This is an optimization exercise on Yosys and OpenROAD, whose aim is small area, not a production implementation.
Only simulation tests tie the RTL to the original design; equivalence was not proved.
Power is estimated from default activity; no workload was simulated.

==> inputs of run C <==
Design top1, start of the top module:
module top1(
	input CLOCK_50,
	input RESET_N,
	input [7:0] KEY,
	input [9:0] SW,
	output [7:0] VGA_R,
	output [7:0] VGA_G,
	output [7:0] VGA_B,
	output VGA_CLK,
	output VGA_HS,
	output VGA_VS,
	output VGA_BLANK_N,
	output VGA_SYNC_N,
	output [6:0] HEX0,
	output [6:0] HEX1,
	output [6:0] HEX2,
	output [6:0] HEX3,
	output [6:0] HEX4,
	output [6:0] HEX5
);
export LEC_CHECK = 0
export CAP_MARGIN = 15
export CORE_MARGIN = 2
export CORE_UTILIZATION = 55
export SLEW_MARGIN = 5
create_clock -name core_clock -period 20.0 [get_ports {CLOCK_50}]
standard.sh (not shown) runs the stock make flow with config.mk's settings and CLKGATE_MAP_FILE= SYNTH_SCRIPT=/design/flow/synth_recipe.tcl, a recipe that flattens the netlist after the stock synthesis.
==> flow/flow/run.sh <==
#!/bin/bash
# Own flow: the standard layout (standard.sh) with these changes:
#  - synthesis maps the logic with an area-oriented ABC script (flow/abc_speed.script)
#    and leaves adders to ABC (no separate full/half adder mapping);
#    every yosys step before ABC, flip-flop mapping included, is the standard one,
#    so the registers are the same as the standard synthesis's;
#  - clock tree synthesis without dummy loads and with larger sink clusters;
#  - the port buffers are the smallest buffer (buf_1).
set -euo pipefail
W=$PWD
cp -r "$FLOW_HOME/scripts" "$W/scr"
cp "$W/flow/abc_speed.script" "$W/scr/abc_speed.script"
make -C "$FLOW_HOME" DESIGN_CONFIG="$W/config.mk" WORK_HOME="$W/orfs" CLKGATE_MAP_FILE= \
  SYNTH_SCRIPT="$W/synth_recipe.tcl" SCRIPTS_DIR="$W/scr" ADDER_MAP_FILE= synth > "$W/synth.log" 2>&1
CTS="-sink_clustering_enable -repair_clock_nets -dont_use_dummy_load"
CTS="$CTS -buf_list {sky130_fd_sc_hd__clkbuf_8}"
CTS="$CTS -sink_clustering_size 14 -sink_clustering_max_diameter 80"
bash "$W/standard.sh" "CTS_ARGS=$CTS" "BUFFER_PORTS_ARGS=-buffer_cell sky130_fd_sc_hd__buf_1" finish > "$W/layout.log" 2>&1
==> flow/flow/abc_speed.script <==
strash
&get -n
&fraig -x
&put
dc2
strash
&get -n
&deepsyn -T 300
&put
strash
&get -n
&dch -f
&nf -R 1000
&put
strash
&get -n
&dch -f
&nf -R 1000
&put
topo
==> run X: changes against run C <==
CORE_UTILIZATION = 65   (was 55)
==> run P: changes against run C <==
--- a/flow/design.v
+++ b/flow/design.v
@@ -196,16 +196,16 @@
 	wire ativo = (hq < 5'd16) && (vq < 5'd12);
 	reg z;
 	always @(posedge clk) begin
 		if (rst)     z <= 1'b1;
 		else if (ph) z <= gr;
 	end
-	wire [4:0] linha   = vq;
-	wire [4:0] coluna  = hq;
-	wire [5:0] lin_int = vr;
-	wire [5:0] col_int = hr;
+	wire [4:0] linha   = z ? 5'd0 : vq;
+	wire [4:0] coluna  = z ? 5'd0 : hq;
+	wire [5:0] lin_int = z ? 6'd0 : vr;
+	wire [5:0] col_int = z ? 6'd0 : hr;
 	reg [10:0] kc0, kc1, kc2, kc3;
 	reg kN, kS, kL, kO;
 	always @(posedge clk) begin
 		if (rst) begin
 			kc0 <= 0; kc1 <= 0; kc2 <= 0; kc3 <= 0;
 			kN <= 0; kS <= 0; kL <= 0; kO <= 0;
@@ -589,78 +589,75 @@
 	end
 	wire bandeira = info[5];
 	wire mina     = info[4];
 	wire aberto   = info[3];
 	wire [2:0] num = info[2:0];
 	wire mc = debug || explodiu || venceu;
-	localparam [3:0] C_BLACK = 0, C_RED = 1, C_WHITE = 2, C_BLUE = 3, C_GREEN = 4,
-	                 C_NAVY = 5, C_DRED = 6, C_DGREEN = 7, C_GRAY = 8, C_DGRAY = 9;
-	reg [9:0] cb;    
-	function [9:0] grp(input [3:0] c);
-		case (c)
-			C_RED:    grp = 10'b111_000_0000;
-			C_WHITE:  grp = 10'b111_111_1111;
-			C_BLUE:   grp = 10'b000_000_1111;
-			C_GREEN:  grp = 10'b000_111_0000;
-			C_NAVY:   grp = 10'b000_000_0010;
-			C_DRED:   grp = 10'b011_000_0000;
-			C_DGREEN: grp = 10'b000_011_0000;
-			C_GRAY:   grp = 10'b011_011_0111;
-			C_DGRAY:  grp = 10'b001_001_0011;
-			default:  grp = 10'b000_000_0000;
-		endcase
-	endfunction
 	reg [3:0] spr;
 	always @(posedge clk) begin
 		if (rr) spr <= 0;
 		else if (sobe) begin
 			if (bandeira) spr <= 4'd8;
 			else if (mina && (aberto || mc)) spr <= 4'd9;
 			else if (aberto || mc) spr <= {1'b0, num};
 			else spr <= 0;
 		end
 	end
 	wire pixbit;
 	tela rom(.spr(spr), .r(lin_int[5:2]), .c(col_int[5:2]), .pixbit(pixbit));
+	localparam [3:0] C_BLACK = 0, C_RED = 1, C_WHITE = 2, C_BLUE = 3, C_GREEN = 4,
+	                 C_NAVY = 5, C_DRED = 6, C_DGREEN = 7, C_GRAY = 8, C_DGRAY = 9;
+	reg [3:0] cor;
 	wire borda = (lin_int < 6'd2) || (col_int < 6'd2);
 	wire cursor = ((linha == {1'b0, cy} && coluna == {1'b0, cx}) && borda) ||
 	              ((linha == {1'b0, cy} + 5'd1 && coluna == {1'b0, cx}) && lin_int < 6'd2) ||
 	              ((linha == {1'b0, cy} && coluna == {1'b0, cx} + 5'd1) && col_int < 6'd2);
 	always @(posedge clk) begin
-		if (rr) cb <= grp(C_BLACK);
+		if (rr) cor <= C_BLACK;
 		else if (sobe) begin
 			if (ativo) begin
-				if (z) cb <= grp(C_RED);
-				else if (cursor) cb <= grp(C_RED);
-				else if (borda) cb <= grp(C_BLACK);
+				if (cursor) cor <= C_RED;
+				else if (borda) cor <= C_BLACK;
 				else if ((bandeira || aberto || mc) && pixbit) begin
-					if (bandeira) cb <= grp((lin_int < 6'd20) ? C_RED : (!mc ? C_WHITE : C_BLACK));
-					else if (mina && (aberto || mc)) cb <= grp(C_BLACK);
+					if (bandeira) cor <= (lin_int < 6'd20) ? C_RED : (!mc ? C_WHITE : C_BLACK);
+					else if (mina && (aberto || mc)) cor <= C_BLACK;
 					else begin
 						case (num)
-							3'd0: cb <= grp(C_WHITE);
-							3'd1: cb <= grp(C_BLUE);
-							3'd2: cb <= grp(C_GREEN);
-							3'd3: cb <= grp(C_RED);
-							3'd4: cb <= grp(C_NAVY);
-							3'd5: cb <= grp(C_DRED);
-							3'd6: cb <= grp(C_DGREEN);
-							default: cb <= grp(C_BLACK);
+							3'd0: cor <= C_WHITE;
+							3'd1: cor <= C_BLUE;
+							3'd2: cor <= C_GREEN;
+							3'd3: cor <= C_RED;
+							3'd4: cor <= C_NAVY;
+							3'd5: cor <= C_DRED;
+							3'd6: cor <= C_DGREEN;
+							default: cor <= C_BLACK;
 						endcase
 					end
 				end else if (!aberto && !mc) begin
-					cb <= grp((linha[0] ^ coluna[0]) ? C_GRAY : C_DGRAY);
+					cor <= (linha[0] ^ coluna[0]) ? C_GRAY : C_DGRAY;
 				end else begin
-					cb <= grp((explodiu && aberto && mina) ? C_RED : C_WHITE);
+					cor <= (explodiu && aberto && mina) ? C_RED : C_WHITE;
 				end
-			end else cb <= grp(C_BLACK);
+			end else cor <= C_BLACK;
 		end
 	end
-	wire [7:0] r_o = {cb[9], cb[8], {6{cb[7]}}};
-	wire [7:0] g_o = {cb[6], cb[5], {6{cb[4]}}};
-	wire [7:0] b_o = {cb[3], cb[2], {4{cb[1]}}, {2{cb[0]}}};
+	reg [7:0] r_o, g_o, b_o;
+	always @(*) begin
+		case (cor)
+			C_RED:    begin r_o = 8'd255; g_o = 8'd0;   b_o = 8'd0;   end
+			C_WHITE:  begin r_o = 8'd255; g_o = 8'd255; b_o = 8'd255; end
+			C_BLUE:   begin r_o = 8'd0;   g_o = 8'd0;   b_o = 8'd255; end
+			C_GREEN:  begin r_o = 8'd0;   g_o = 8'd255; b_o = 8'd0;   end
+			C_NAVY:   begin r_o = 8'd0;   g_o = 8'd0;   b_o = 8'd60;  end
+			C_DRED:   begin r_o = 8'd127; g_o = 8'd0;   b_o = 8'd0;   end
+			C_DGREEN: begin r_o = 8'd0;   g_o = 8'd127; b_o = 8'd0;   end
+			C_GRAY:   begin r_o = 8'd127; g_o = 8'd127; b_o = 8'd127; end
+			C_DGRAY:  begin r_o = 8'd63;  g_o = 8'd63;  b_o = 8'd63;  end
+			default:  begin r_o = 8'd0;   g_o = 8'd0;   b_o = 8'd0;   end
+		endcase
+	end
 	assign VGA_R = r_o;
 	assign VGA_G = g_o;
 	assign VGA_B = b_o;
 	reg [12:0] tcont;
 	reg [3:0] d0, d1, d2;
 	reg tk;
--- a/flow/flow/run.sh
+++ b/flow/flow/run.sh
@@ -11,8 +11,8 @@
 cp -r "$FLOW_HOME/scripts" "$W/scr"
 cp "$W/flow/abc_speed.script" "$W/scr/abc_speed.script"
 make -C "$FLOW_HOME" DESIGN_CONFIG="$W/config.mk" WORK_HOME="$W/orfs" CLKGATE_MAP_FILE= \
   SYNTH_SCRIPT="$W/synth_recipe.tcl" SCRIPTS_DIR="$W/scr" ADDER_MAP_FILE= synth > "$W/synth.log" 2>&1
 CTS="-sink_clustering_enable -repair_clock_nets -dont_use_dummy_load"
 CTS="$CTS -buf_list {sky130_fd_sc_hd__clkbuf_8}"
-CTS="$CTS -sink_clustering_size 14 -sink_clustering_max_diameter 80"
+CTS="$CTS -sink_clustering_size 15 -sink_clustering_max_diameter 50"
 bash "$W/standard.sh" "CTS_ARGS=$CTS" "BUFFER_PORTS_ARGS=-buffer_cell sky130_fd_sc_hd__buf_1" finish > "$W/layout.log" 2>&1
==> flow/flow/abc_speed.script (replaced) <==
strash
&get -n
&fraig -x
&put
dc2
strash
&get -n
&dch -f
&nf -R 1000
&put
strash
&get -n
&dch -f
&nf -R 1000
&put
topo
CORE_UTILIZATION = 40   (was 55)
==> run H: changes against run C <==
==> flow/flow/abc_speed.script (replaced) <==
strash
&get -n
&fraig -x
&put
dc2
strash
&get -n
&deepsyn -T 900
&put
strash
&get -n
&dch -f
&nf -R 1000
&put
strash
&get -n
&dch -f
&nf -R 1000
&put
topo
==> metrics list <==
* Post-synthesis share of cell area spent on full adders, half adders and majority gates: less than 1%
* Fraction of the mapped netlist area in simple logic gates: 14.7%
* Reg area: between 30000 and 40000 um^2
- There are 1408 flip-flops and latches.
* CTS HTree Levels: 3
- Worst path required time: 20.46 ns
* Critical path capture point type: flop
- Antenna violations before repair: 7
- Number of cells in the finished layout apart from fillers: around 6400
- In the routed layout, each cell is associated on average with a via count of 7.62.
- Clock power frac: 30.4%
* Sequential group power: 3.13 mW
* Sequential portion of the cell area: 61.8%
- In this design, the critical path's most frequently occurring cell is sky130_fd_sc_hd__nor2_1.
* Global-route wire length before repair: 318000 um
- Data-path buffer share of cell area in the final layout: under 10%
* Run status: finished clean
* Worst reg2reg startpoint: est[0]
That was run C.
==> metrics list <==
* Top cell by count, worst path: sky130_fd_sc_hd__nor2_1
* Number of cells in the finished layout apart from fillers: about 7300
- The number of antenna violations at the first check in global routing is 7.
- Fin Setup TNS: 0 ns
- TritonCTS built the clock tree.
- Power attributed to sequential cells is 3.15 mW.
- Vias per Instance: 6.87
- After clock tree synthesis, the setup repair step added 0 buffers.
- The worst setup path is captured at an output port.
* Sequential portion of the cell area: between 50% and 60%
- Clock power frac: around a third
- Per report_power, the Clock row totals about 1.6 mW.
- Run status: finished clean
- Of all the cell area in the finished design, non-clock buffers hold 1.97%.
* Global-route wire length before repair: between 300000 and 400000 um
- The mapped netlist covers 60600 um^2.
- After clock tree synthesis, the flow added hold-fix buffers numbering 0.
- Post-synthesis share of cell area spent on full adders, half adders and majority gates: 0.198%
* Worst reg2reg startpoint: est[1]
* Number of sequential storage elements: 1412
- Synthesis-to-finish area growth: 9.94%
- CTS HTree Levels: 4
That was run P.
==> metrics list <==
- Data on the critical path is required at its endpoint by 20.44 ns.
- The worst register-to-register path begins at est[0].
- Global routing used around 17% of the available met3 tracks.
* Sequential portion of the cell area: between 60% and 70%
- The sequential cells in the finished layout cover a total of 39700 um^2.
- Post-synthesis share of cell area spent on full adders, half adders and majority gates: 0.0168%
- Of the total power, the clock network draws a little over 30%.
- Among the stages of the critical path, the cell type that occurs most often is sky130_fd_sc_hd__nor2_1.
- Power attributed to sequential cells is 3.13 mW.
* Number of cells in the finished layout apart from fillers: 6187
* Antenna violations before repair: 3
* Number of sequential storage elements: 1408
- Max Used Layer: met5
* Vias per Instance: around 8.0
* Run status: finished clean
- The worst setup path is captured at a flop.
* Global-route wire length before repair: a little over 300000 um
- Synth unique cells: 64
* CTS HTree Levels: 3
That was run X.
==> metrics list <==
- The H-tree was split into 3 levels.
- Sequential group power: 3.13 mW
* Count of clock tree sinks: 1408
- The number of antenna violations at the first check in global routing is 7.
- Critical path capture point type: flop
- After the flow finishes, the layout carries non-filler instances totaling ~6300.
- Summing the areas of all and, or, nand and nor instances in the mapped netlist gives between 10% and 20% of the synthesized area.
* Synthesis-to-finish area growth: 7.68%
* Reg area: roughly 40000 um^2
* Run status: finished clean
- Clock power frac: 30.4%
- Registers represent a cell area share of about 62%.
- Crit path max-delay cell type: sky130_fd_sc_hd__a221oi_1
- Sequential cells placed in the final layout were counted as 1408.
* Global-route wire length before repair: approximately 310000 um
- Worst path required time: 20.68 ns
- In this design, the critical path's most frequently occurring cell is sky130_fd_sc_hd__nand2_1.
That was run H.

[separate check: timing with driven ports]
The flow's constraints put no driver on any port. The routed layouts listed below were extracted and timed again, unchanged, in two steps. Step 1, drivers: a clkbuf_16 drives CLOCK_50 and a buf_2 each remaining input, both assumed. Step 2 moves the port delays by t, midway between the first and last clock arrival at a register: inputs arrive t later, outputs are due t later. That takes back most of the time a late clock gives input paths. Slacks: no drivers / after step 1 / after step 2; pairs: no drivers / after step 1.
run	shift t [ns]	setup WS [ns]	worst setup path at the end	worst register clock-pin slew, ns
run C	0.869	9.944 / 9.983 / 9.114	input to register	0.11 / 0.11
run X	0.879	9.521 / 9.559 / 8.680	input to register	0.11 / 0.11
run P	0.942	9.093 / 9.019 / 9.942	register to register	0.10 / 0.10
run H	0.875	10.683 / 10.683 / 10.378	input to register	0.10 / 0.10
After both steps setup and hold are still met in every run listed. For run X, which loses most, drivers alone change the setup slack by +0.038 ns; drivers and shift together by -0.841 ns.
